This design comes from an exercise in tuning for a short achievable clock period on the open sky130 flow, not from production work. In this exercise RTL edits were held to simulation tests only and were not proved equivalent to the original. The clock port is modelled as an ideal driver, which makes a skipped or thinned clock tree look cheaper than it is; a real chip needs a root buffer or a tree.

==> run B: inputs <==
==> flow/design.v <==
module la_1_32_sync_ft245
   (
    input         clk,
    input         rst,
    input  [7:0]  ft_data_i,
    output [7:0]  ft_data_o,
    output        ft_data_oe,
    input         ft_rxf_n,
    input         ft_txe_n,
    output        ft_rd_n,
    output        ft_wr_n,
    output        ft_oe_n,
    output        ft_siwu,
    input  [31:0] chn,
    output        wr,
    output [3:0]  dbg);
localparam [31:0] CFG_WORD=32'h3C020720;  
localparam [7:0]  C_TX_LAST=8'd249;       
localparam        DEPTH=128;
integer i;
reg  s_nidle, s_wr1, s_wr2, s_read, s_rold, s_ar1, s_write, s_wold;
wire s_idle=~s_nidle;
reg        ft_txe_r, ft_rxf_r;
reg  [7:0] rx_data_r;
reg  [7:0] rx_old0, rx_old1;
reg  [1:0] rx_valid_old;
reg  [1:0] ft_rd_old;
reg  [7:0] tx_old0, tx_old1, tx_old2;
reg  [2:0] tx_valid_old;
reg  [1:0] ft_wr_old;
reg        write_failed;
reg  [1:0] old_counter;
reg        tx_read_old;
reg  [7:0] tx_data_r;
reg        rd_n_r, wr_n_r, oe_n_r, oe_r, wr_r;
reg        oe_i;
reg  [7:0] tx_data_i;
reg  [7:0]       fifo[0:DEPTH-1];
reg  [DEPTH-1:0] occ;       
reg              re_r;      
reg              we_r;      
reg  [7:0]       datai_r;   
reg  [7:0]       dpop;      
reg          busy_r;
reg  [1:0]   cnt_r;
reg  [31:0]  in_d_r;
reg          start_r, start_acq_r, cfg_src_r;
reg  [7:0]   cnt_tx;
reg  [1:0]   cnt_rx;
reg  [7:0]   trg_mask, trg_value, trg_edge;
reg  [31:0]  acq_data_r;
reg          cdiv;
reg          np_r;      
wire avail_r=occ[0];
wire full_r=occ[DEPTH-1];
wire rx_pending=|rx_valid_old;
wire ft_read_ok=ft_rd_old[1] & ft_rxf_r;
wire rx_valid=(s_read & ft_read_ok) | (s_rold & rx_valid_old[1]);
wire [7:0] rx_data=s_rold ? rx_old1 : rx_data_r;
wire rx_shift=(ft_read_ok & ~rx_valid) | s_rold;
wire old_end=old_counter==2'd2;
wire idle_tx=s_idle & ~rx_pending & ~ft_rxf_r & ft_txe_r;
wire go_rold=s_idle & rx_pending;
wire go_wr1=s_idle & ~rx_pending & ft_rxf_r;
wire go_wold=idle_tx & write_failed;
wire go_write=idle_tx & ~write_failed & avail_r;
wire n_wr1=go_wr1;
wire n_wr2=s_wr1;
wire n_read=s_wr2 | (s_read & ft_rxf_r);
wire n_ar1=s_read & ~ft_rxf_r;
wire n_write=go_write | (s_write & ft_txe_r & avail_r);
wire n_wold=go_wold | (s_wold & ~old_end);
wire n_rold=go_rold | (s_rold & rx_pending);
wire n_nidle=n_wr1 | n_wr2 | n_read | n_ar1 | n_write | n_wold | n_rold;
wire ft_rd=s_wr2 | s_read;
wire ft_oe=s_wr1 | s_wr2 | s_read;
wire ft_wr=(s_write & ft_txe_r) | (s_wold & tx_valid_old[2]);
wire [1:0] nx_rx_valid_old=rx_shift ? {rx_valid_old[0], ft_read_ok} : rx_valid_old;
wire nx_write_failed=(s_wold & old_end) ? 1'b0 :
                     (write_failed | (ft_wr_old[1] & ~ft_txe_r) | (tx_read_old & ~ft_txe_r));
wire re=re_r;
wire we=we_r;
wire inc=we & ~re;
wire dec=re & ~we;
wire nx_avail=inc ? 1'b1 : (dec ? occ[1] : occ[0]);
wire nx_full=inc ? occ[DEPTH-2] : (dec ? 1'b0 : occ[DEPTH-1]);
always @(posedge clk)
begin
  for (i=0; i<DEPTH; i=i+1)
      if (re)
         begin
         if (we && occ[i] && (i==DEPTH-1 || !occ[(i+1)%DEPTH]))
            fifo[i] <= datai_r;
         else if (i<DEPTH-1)
            fifo[i] <= fifo[(i+1)%DEPTH];
         end
      else
         begin
         if (we && (i==0 || occ[(i+DEPTH-1)%DEPTH]) && !occ[i])
            fifo[i] <= datai_r;
         end
  dpop <= fifo[0];
end
always @(posedge clk or posedge rst)
begin
  if (rst)
     occ <= {DEPTH{1'b0}};
  else if (inc)
     occ <= {occ[DEPTH-2:0], 1'b1};
  else if (dec)
     occ <= {1'b0, occ[DEPTH-1:1]};
end
wire last=(cnt_r==2'd3) & ~full_r;
wire [31:0] tx_data_o=cfg_src_r ? CFG_WORD : acq_data_r;
wire any_edge=|trg_edge;
wire any_change=|(acq_data_r ^ chn);
wire [7:0] lvl_ok;
assign lvl_ok[0]=~trg_mask[0] | (trg_value[0] ~^ acq_data_r[0]);
genvar g;
generate
for (g=1; g<8; g=g+1)
   begin : trg_bits
   assign lvl_ok[g]=~trg_mask[g] | ((trg_value[g] ~^ acq_data_r[g]) & ~trg_edge[g]);
   end
endgenerate
wire mask0=trg_mask==8'b0;
wire trig_nochg=mask0 | ((&lvl_ok) & (~trg_mask[0] | ~trg_edge[0]));
wire trig_chg  =mask0 | ((&lvl_ok) & (~trg_mask[0] | (trg_edge[0] ~^ any_edge)));
wire p_r=~np_r;
wire next_data=p_r & start_r & ~cfg_src_r;
wire rx_cmd=rx_valid & (cnt_rx==2'd3);
wire cnt_tx_last=cnt_tx==C_TX_LAST;
wire nx_cdiv=(rx_valid && rx_data[0]) ? 1'b0 : ~cdiv;
wire nx_cfg_src=rx_cmd ? rx_data[1] : cfg_src_r;
reg       busy0;
reg [1:0] cnt0;
always @*
begin
  busy0=busy_r;
  cnt0=cnt_r;
  if (busy_r && !full_r)
     begin
     if (last)
        begin
        busy0=1'b0;
        cnt0=2'd0;
        end
     else
        cnt0=cnt_r+2'd1;
     end
end
wire tx_full0=busy0 & ~((cnt0==2'd3) & ~nx_full);
wire start0=rx_cmd ? rx_data[0] : start_r;
wire p0=~tx_full0 & ~nx_cdiv;
wire wr0=p0 & start0 & ~nx_cfg_src;
reg [7:0] byte0;
always @*
begin
  case (cnt0)
    2'd0: byte0=in_d_r[7:0];
    2'd1: byte0=in_d_r[15:8];
    2'd2: byte0=in_d_r[23:16];
    default: byte0=in_d_r[31:24];
  endcase
end
function [24:0] la_next;
  input trg;
  reg       t_wr, n_start, n_start_acq, n_busy;
  reg [7:0] n_cnt_tx;
  begin
  t_wr=p_r & (start_acq_r | (start_r & trg));
  n_start=start_r;
  n_start_acq=start_acq_r;
  n_cnt_tx=cnt_tx;
  if (start_r && (trg || cfg_src_r))
     n_start_acq=1'b1;
  if (t_wr)
     begin
     n_cnt_tx=cnt_tx+8'd1;
     if (cnt_tx_last || cfg_src_r)
        begin
        n_start=1'b0;
        n_start_acq=1'b0;
        end
     end
  if (rx_cmd)
     begin
     n_start=rx_data[0];
     if (!start_r && rx_data[0])
        begin
        n_cnt_tx=8'b0;
        if (mask0)
           n_start_acq=1'b1;
        end
     if (!rx_data[0])
        n_start_acq=1'b0;
     end
  n_busy=t_wr | busy0;
  la_next={t_wr, n_start, n_start_acq, n_cnt_tx, n_busy,
           t_wr ? 2'd0 : cnt0,
           t_wr | ~p0,
           n_busy & ~nx_full,
           ~t_wr & wr0,
           t_wr ? tx_data_o[7:0] : byte0};
  end
endfunction
wire [24:0] la_nx_c1=la_next(trig_chg);
wire [24:0] la_nx_c0=la_next(trig_nochg);
wire [24:0] la_nx=any_change ? la_nx_c1 : la_nx_c0;
wire       tx_wr=la_nx[24];
wire       nx_start=la_nx[23];
wire       nx_start_acq=la_nx[22];
wire [7:0] nx_cnt_tx=la_nx[21:14];
wire       nx_busy=la_nx[13];
wire [1:0] nx_cnt=la_nx[12:11];
wire       nx_np=la_nx[10];
wire       nx_we=la_nx[9];
wire       nx_wr=la_nx[8];
wire [7:0] nx_datai=la_nx[7:0];
always @(posedge clk or posedge rst)
begin
  if (rst)
     begin
     start_r     <= 1'b0;
     start_acq_r <= 1'b0;
     cfg_src_r   <= 1'b0;
     cnt_tx      <= 8'b0;
     cnt_rx      <= 2'b0;
     trg_mask    <= 8'b0;
     trg_value   <= 8'b0;
     trg_edge    <= 8'b0;
     cdiv        <= 1'b0;
     np_r        <= 1'b0;
     busy_r      <= 1'b0;
     cnt_r       <= 2'b0;
     acq_data_r  <= 32'b0;
     we_r        <= 1'b0;
     end
  else
     begin
     start_r     <= nx_start;
     start_acq_r <= nx_start_acq;
     cfg_src_r   <= nx_cfg_src;
     cnt_tx      <= nx_cnt_tx;
     cdiv        <= nx_cdiv;
     np_r        <= nx_np;
     busy_r      <= nx_busy;
     cnt_r       <= nx_cnt;
     we_r        <= nx_we;
     if (rx_valid)
        begin
        cnt_rx <= cnt_rx+2'd1;
        case (cnt_rx)
          2'd0: trg_mask  <= rx_data;
          2'd1: trg_value <= rx_data;
          2'd2: trg_edge  <= rx_data;
          default: ;
        endcase
        end
     else
        cnt_rx <= 2'b0;
     if (next_data)
        acq_data_r <= chn;
     end
end
always @(posedge clk)
begin
  if (tx_wr)
     in_d_r <= tx_data_o;
  datai_r <= nx_datai;
end
always @(posedge clk or posedge rst)
begin
  if (rst)
     begin
     s_nidle      <= 1'b0;
     s_wr1        <= 1'b0;
     s_wr2        <= 1'b0;
     s_read       <= 1'b0;
     s_rold       <= 1'b0;
     s_ar1        <= 1'b0;
     s_write      <= 1'b0;
     s_wold       <= 1'b0;
     ft_txe_r     <= 1'b0;
     oe_i         <= 1'b1;
     tx_data_i    <= 8'b0;
     ft_rxf_r     <= 1'b0;
     rx_data_r    <= 8'b0;
     rx_old0      <= 8'b0;
     rx_old1      <= 8'b0;
     rx_valid_old <= 2'b0;
     ft_rd_old    <= 2'b0;
     ft_wr_old    <= 2'b0;
     tx_read_old  <= 1'b0;
     re_r         <= 1'b0;
     tx_old0      <= 8'b0;
     tx_old1      <= 8'b0;
     tx_old2      <= 8'b0;
     tx_valid_old <= 3'b0;
     old_counter  <= 2'b0;
     write_failed <= 1'b0;
     end
  else
     begin
     s_nidle <= n_nidle;
     s_wr1   <= n_wr1;
     s_wr2   <= n_wr2;
     s_read  <= n_read;
     s_rold  <= n_rold;
     s_ar1   <= n_ar1;
     s_write <= n_write;
     s_wold  <= n_wold;
     ft_txe_r  <= ~ft_txe_n;
     oe_i      <= ~(n_wr1 | n_wr2 | n_read | n_ar1);
     tx_data_i <= s_wold ? tx_old2 : dpop;
     ft_rxf_r  <= ~ft_rxf_n;
     rx_data_r <= oe_i ? tx_data_i : ft_data_i;
     if (rx_shift)
        begin
        rx_old1      <= rx_old0;
        rx_old0      <= rx_data_r;
        rx_valid_old <= {rx_valid_old[0], ft_read_ok};
        end
     ft_rd_old   <= {ft_rd_old[0], ft_rd};
     ft_wr_old   <= {ft_wr_old[0], ft_wr};
     tx_read_old <= re;
     re_r <= ~ft_txe_n & nx_avail &
             (n_write | (~n_nidle & ~(|nx_rx_valid_old) & ft_rxf_n & ~nx_write_failed));
     if (!write_failed)
        begin
        tx_old2      <= tx_old1;
        tx_old1      <= tx_old0;
        tx_old0      <= dpop;
        tx_valid_old <= {tx_valid_old[1:0], tx_read_old};
        end
     if (ft_wr_old[1] && !ft_txe_r)
        write_failed <= 1'b1;
     if (tx_read_old && !ft_txe_r)
        write_failed <= 1'b1;
     if (s_wold)
        begin
        old_counter  <= old_counter+2'd1;
        tx_valid_old <= {tx_valid_old[1:0], 1'b0};
        tx_old2      <= tx_old1;
        tx_old1      <= tx_old0;
        tx_old0      <= 8'b0;
        if (old_end)
           begin
           old_counter  <= 2'b0;
           write_failed <= 1'b0;
           end
        end
     end
end
always @(posedge clk)
begin
  if (rst)
     begin
     rd_n_r <= 1'b1;
     wr_n_r <= 1'b1;
     oe_n_r <= 1'b1;
     oe_r   <= 1'b1;
     wr_r   <= 1'b0;
     end
  else
     begin
     rd_n_r <= ~ft_rd;
     wr_n_r <= ~ft_wr;
     oe_n_r <= ~ft_oe;
     oe_r   <= ~(n_wr1 | n_wr2 | n_read | n_ar1);
     wr_r   <= nx_wr;
     end
  tx_data_r <= s_wold ? tx_old2 : dpop;
end
assign ft_data_o=tx_data_r;
assign ft_data_oe=oe_r;
assign ft_rd_n=rd_n_r;
assign ft_wr_n=wr_n_r;
assign ft_oe_n=oe_n_r;
assign ft_siwu=1'b1;
assign wr=wr_r;
assign dbg=4'b0;
endmodule  
==> flow/run.sh <==
#!/bin/bash
# synth_recipe.tcl (not shown) runs the flow's synth.tcl, then flattens the netlist and writes it again
# the make line also repeats each setting of config.mk as NAME=value (left out here)
make -C /OpenROAD-flow-scripts/flow DESIGN_CONFIG=/design/flow/config.mk WORK_HOME=/design/flow/orfs CLKGATE_MAP_FILE= SYNTH_SCRIPT=/design/flow/synth_recipe.tcl finish
==> flow/config.mk <==
export PLATFORM = sky130hd
export DESIGN_NAME = la_1_32_sync_ft245
export DESIGN_NICKNAME = la_1_32_sync_ft245
export VERILOG_FILES = /design/flow/design.v
export SDC_FILE = /design/flow/constraint.sdc
export NUM_CORES = 4
export LEC_CHECK = 0
export ABC_CLOCK_PERIOD_IN_PS = 1500
export CAP_MARGIN = 20
export CORE_MARGIN = 2
export CORE_UTILIZATION = 40
export SETUP_SLACK_MARGIN = 2.3
export SLEW_MARGIN = 20
export TNS_END_PERCENT = 100
==> flow/constraint.sdc <==
create_clock -name core_clock -period 4.0 [get_ports {clk}]
set_input_delay 0.8000 -clock core_clock [delete_from_list [all_inputs] [get_ports {clk}]]
set_output_delay 0.8000 -clock core_clock [all_outputs]
set_load 0.01 [all_outputs]
==> inputs of run X, as changes to run B <==
--- a/flow/design.v
+++ b/flow/design.v
@@ -36,7 +36,10 @@
 reg        oe_i;
 reg  [7:0] tx_data_i;
 reg  [7:0]       fifo[0:DEPTH-1];
-reg  [DEPTH-1:0] occ;       
+reg  [7:0]       diff;      
+reg              avail_r;   
+reg              full_r;    
+reg  [DEPTH/8-1:0] shift_g;  
 reg              re_r;      
 reg              we_r;      
 reg  [7:0]       datai_r;   
@@ -51,8 +54,6 @@
 reg  [31:0]  acq_data_r;
 reg          cdiv;
 reg          np_r;      
-wire avail_r=occ[0];
-wire full_r=occ[DEPTH-1];
 wire rx_pending=|rx_valid_old;
 wire ft_read_ok=ft_rd_old[1] & ft_rxf_r;
 wire rx_valid=(s_read & ft_read_ok) | (s_rold & rx_valid_old[1]);
@@ -82,21 +83,30 @@
 wire we=we_r;
 wire inc=we & ~re;
 wire dec=re & ~we;
-wire nx_avail=inc ? 1'b1 : (dec ? occ[1] : occ[0]);
-wire nx_full=inc ? occ[DEPTH-2] : (dec ? 1'b0 : occ[DEPTH-1]);
+wire nx_avail=inc ? 1'b1 : (dec ? diff!=8'd1 : avail_r);
+wire nx_re=~ft_txe_n & nx_avail &
+           (n_write | (~n_nidle & ~(|nx_rx_valid_old) & ft_rxf_n & ~nx_write_failed));
+wire nx_full=inc ? diff==DEPTH-1 : (dec ? 1'b0 : full_r);
+wire [7:0] nx_diff=inc ? diff+8'd1 : (dec ? diff-8'd1 : diff);
+reg [DEPTH/8-1:0] nx_gt;
+always @*
+begin
+  for (i=0; i<DEPTH/8; i=i+1)
+      nx_gt[i]=inc ? diff>=8*i : (dec ? diff>=8*i+2 : diff>=8*i+1);
+end
 always @(posedge clk)
 begin
   for (i=0; i<DEPTH; i=i+1)
-      if (re)
+      if (shift_g[i/8])
          begin
-         if (we && occ[i] && (i==DEPTH-1 || !occ[(i+1)%DEPTH]))
+         if (diff==i+1)
             fifo[i] <= datai_r;
          else if (i<DEPTH-1)
             fifo[i] <= fifo[(i+1)%DEPTH];
          end
       else
          begin
-         if (we && (i==0 || occ[(i+DEPTH-1)%DEPTH]) && !occ[i])
+         if (diff==i)
             fifo[i] <= datai_r;
          end
   dpop <= fifo[0];
@@ -104,11 +114,17 @@
 always @(posedge clk or posedge rst)
 begin
   if (rst)
-     occ <= {DEPTH{1'b0}};
-  else if (inc)
-     occ <= {occ[DEPTH-2:0], 1'b1};
-  else if (dec)
-     occ <= {1'b0, occ[DEPTH-1:1]};
+     begin
+     diff    <= 8'd0;
+     avail_r <= 1'b0;
+     full_r  <= 1'b0;
+     end
+  else
+     begin
+     diff    <= nx_diff;
+     avail_r <= nx_avail;
+     full_r  <= nx_full;
+     end
 end
 wire last=(cnt_r==2'd3) & ~full_r;
 wire [31:0] tx_data_o=cfg_src_r ? CFG_WORD : acq_data_r;
@@ -293,6 +309,7 @@
      ft_wr_old    <= 2'b0;
      tx_read_old  <= 1'b0;
      re_r         <= 1'b0;
+     shift_g      <= {DEPTH/8{1'b0}};
      tx_old0      <= 8'b0;
      tx_old1      <= 8'b0;
      tx_old2      <= 8'b0;
@@ -324,8 +341,8 @@
      ft_rd_old   <= {ft_rd_old[0], ft_rd};
      ft_wr_old   <= {ft_wr_old[0], ft_wr};
      tx_read_old <= re;
-     re_r <= ~ft_txe_n & nx_avail &
-             (n_write | (~n_nidle & ~(|nx_rx_valid_old) & ft_rxf_n & ~nx_write_failed));
+     re_r    <= nx_re;
+     shift_g <= {DEPTH/8{nx_re}} & nx_gt;
      if (!write_failed)
         begin
         tx_old2      <= tx_old1;
==> flow/flow/run.sh (new file) <==
#!/bin/bash
# Standard layout (the standard.sh), with two changes:
#  * the port buffers that placement inserts are buf_4 cells (ORFS picks a
#    slow delay buffer, clkdlybuf4s50_1, by default);
#  * the clock tree: ORFS's cts.tcl sources flow/pre_cts.tcl (PRE_CTS_TCL),
#    which replaces clock_tree_synthesis by a two-level balanced tree.
# standard.sh's output is in standard.log; each ORFS step keeps its own log
# under orfs/logs.
set -euo pipefail
export PRE_CTS_TCL="$(pwd)/flow/pre_cts.tcl"
export BUFFER_PORTS_ARGS="-buffer_cell sky130_fd_sc_hd__buf_4"
bash standard.sh > standard.log 2>&1
==> flow/flow/pre_cts.tcl (new file) <==
# Own clock tree for the CTS step of the standard flow (sourced through
# PRE_CTS_TCL by ORFS's cts.tcl, just before it calls clock_tree_synthesis).
# TritonCTS builds a three-buffer-deep H-tree here; this builds a two-level
# balanced tree instead: the clock port drives 4 root buffers (one per
# quadrant), each root drives the leaf buffers of its quadrant, and each
# leaf buffer drives a cluster of nearby flip-flops (the sinks split into
# equal-count columns by x, then equal-count rows by y). All flip-flops are
# two buffers from the port, with the same buffer type at each level.
proc manual_cts_build {ncol nrow nroot} {
  set db [ord::get_db]
  set block [ord::get_db_block]
  set bufm [$db findMaster sky130_fd_sc_hd__clkbuf_16]
  set clk_net [$block findNet clk]
  set sinks {}
  foreach it [$clk_net getITerms] {
    set inst [$it getInst]
    set bb [$inst getBBox]
    set x [expr {([$bb xMin] + [$bb xMax]) / 2}]
    set y [expr {([$bb yMin] + [$bb yMax]) / 2}]
    lappend sinks [list $x $y $it]
  }
  set n [llength $sinks]
  puts "manual_cts: $n sinks, $ncol x $nrow leaf clusters, $nroot roots"
  # columns of equal count by x, then rows of equal count by y
  set sinks [lsort -integer -index 0 $sinks]
  set leaves {}
  for {set c 0} {$c < $ncol} {incr c} {
    set a [expr {$c * $n / $ncol}]
    set b [expr {($c + 1) * $n / $ncol - 1}]
    set col [lsort -integer -index 1 [lrange $sinks $a $b]]
    set m [llength $col]
    for {set r 0} {$r < $nrow} {incr r} {
      set a2 [expr {$r * $m / $nrow}]
      set b2 [expr {($r + 1) * $m / $nrow - 1}]
      lappend leaves [list $c $r [lrange $col $a2 $b2]]
    }
  }
  # root buffers: split the columns among the roots
  set roots {}
  set rootnets {}
  for {set k 0} {$k < $nroot} {incr k} {
    set rinst [odb::dbInst_create $block $bufm "cts_root_$k"]
    set rnet [odb::dbNet_create $block "clknet_root_$k"]
    $rnet setSigType CLOCK
    [$rinst findITerm X] connect $rnet
    lappend roots $rinst
    lappend rootnets $rnet
    set rsx($k) 0; set rsy($k) 0; set rcnt($k) 0
  }
  set li 0
  foreach leaf $leaves {
    lassign $leaf c r members
    set sx 0; set sy 0
    foreach s $members { incr sx [lindex $s 0]; incr sy [lindex $s 1] }
    set cnt [llength $members]
    set cx [expr {$sx / $cnt}]
    set cy [expr {$sy / $cnt}]
    set linst [odb::dbInst_create $block $bufm "cts_leaf_$li"]
    set lnet [odb::dbNet_create $block "clknet_leaf_$li"]
    $lnet setSigType CLOCK
    foreach s $members {
      set it [lindex $s 2]
      $it disconnect
      $it connect $lnet
    }
    [$linst findITerm X] connect $lnet
    # root index: by quadrant of columns/rows
    if {$nroot == 1} {
      set k 0
    } elseif {$nroot == 2} {
      set k [expr {$c < $ncol / 2 ? 0 : 1}]
    } else {
      set k [expr {($c < $ncol / 2 ? 0 : 1) + ($r < $nrow / 2 ? 0 : 2)}]
    }
    [$linst findITerm A] connect [lindex $rootnets $k]
    $linst setLocation [expr {$cx - 2000}] [expr {$cy - 1360}]
    $linst setPlacementStatus PLACED
    incr rsx($k) $cx; incr rsy($k) $cy; incr rcnt($k)
    incr li
  }
  for {set k 0} {$k < $nroot} {incr k} {
    set rinst [lindex $roots $k]
    [$rinst findITerm A] connect $clk_net
    $rinst setLocation [expr {$rsx($k) / $rcnt($k) - 2000}] [expr {$rsy($k) / $rcnt($k) - 1360}]
    $rinst setPlacementStatus PLACED
  }
  $clk_net setSigType CLOCK
  puts "manual_cts: $li leaf buffers"
}

rename clock_tree_synthesis orfs_clock_tree_synthesis
proc clock_tree_synthesis {args} {
  manual_cts_build 8 8 4
  set_propagated_clock [all_clocks]
}
==> flow/standard.sh (new file) <==
#!/bin/bash
# synth_recipe.tcl (not shown) runs the flow's synth.tcl, then flattens the netlist and writes it again
# the make line also repeats each setting of config.mk as NAME=value (left out here)
make -C /OpenROAD-flow-scripts/flow DESIGN_CONFIG=/design/flow/config.mk WORK_HOME=/design/flow/orfs CLKGATE_MAP_FILE= SYNTH_SCRIPT=/design/flow/synth_recipe.tcl "${@:-finish}"
removed: flow/run.sh
==> impl_metrics.csv <==
group,metric,value,unit
floorplan,die_h,372.2,microns
layout,design_area,0.08135,sq mm
critical_path,r2r-end,"fifo[49][3]",
layout,fin_cells,8629,
min_path,min_to,"dpop[4]",
power_and_ir_drop,clock_power,7150,uW
sta,tightest_slew,1.176,ns
status,status,"timing/DRC/antenna clean",
global_route,gr-usage-met1,31.44,%
synthesis,ys_top_cells_by_area,"dfxtp_1 38%, nor2_1 8.4%, dfrtp_1 8.3%, mux2i_1 7.1%, a211oi_1 6.8%",
sta,fmax,337.6,MHz
layout,final_common_cell,"dfxtp_1",
synthesis,synth_xor_area_share,0.7916,%
layout,inverters,30,
routing,dr_wl_met2,93.04,mm
critical_path,path_buf_inv,6,
floorplan,rows,135,
the above is filed under run X

==> impl_metrics.csv <==
group,metric,value,unit
status,status,"timing/DRC/antenna clean",
min_path,min_to,"acq_data_r[29]",
sta,fmax,418.4,MHz
floorplan,die_h,388.3,microns
layout,design_area,0.08331,sq mm
routing,dr_wl_met2,78.81,mm
critical_path,r2r-end,"cnt_tx[6]",
critical_path,path_buf_inv,0,
power_and_ir_drop,clock_power,14100,uW
synthesis,ys_top_cells_by_area,"dfxtp_1 35%, mux2i_1 32%, dfrtp_1 12%, nand3_1 3.3%, o21ai_0 2.6%",
sta,tightest_slew,0.9007,ns
the above is filed under run B

In run X the design's own scripts or RTL, not TritonCTS, make the clock network.

-- separate check: timing with driven ports --
The results above use ideal ports. As a check the final layouts listed here were re-extracted and re-timed, cells and wires unchanged. Step 1 (the two cells are an assumption about what drives the block):
set clk [get_ports {clk}]
set_driving_cell -lib_cell sky130_fd_sc_hd__clkbuf_16 $clk
set_driving_cell -lib_cell sky130_fd_sc_hd__buf_2 [delete_from_list [all_inputs] $clk]
Step 2, shift: input delay + t, output delay - t, t = (earliest + latest rising clock arrival at the registers) / 2. This alone moves slack from input paths to output paths. Slacks: no drivers / after step 1 / after step 2; pairs: no drivers / after step 1.
run	shift t [ns]	slack for setup (ns)	hold WS [ns]	worst setup path at the end	worst data-port slew with drivers (ns)
run B	0.834	1.610 / 1.610 / 0.830	0.336 / 0.299 / 0.340	input to register	0.04
run X	0.678	1.038 / 1.038 / 0.969	0.345 / 0.202 / 0.345	input to register	0.04
After both steps every run listed still meets setup and hold. For run B, which loses most, drivers alone change the setup slack by 0.000 ns; drivers and shift together by -0.780 ns.
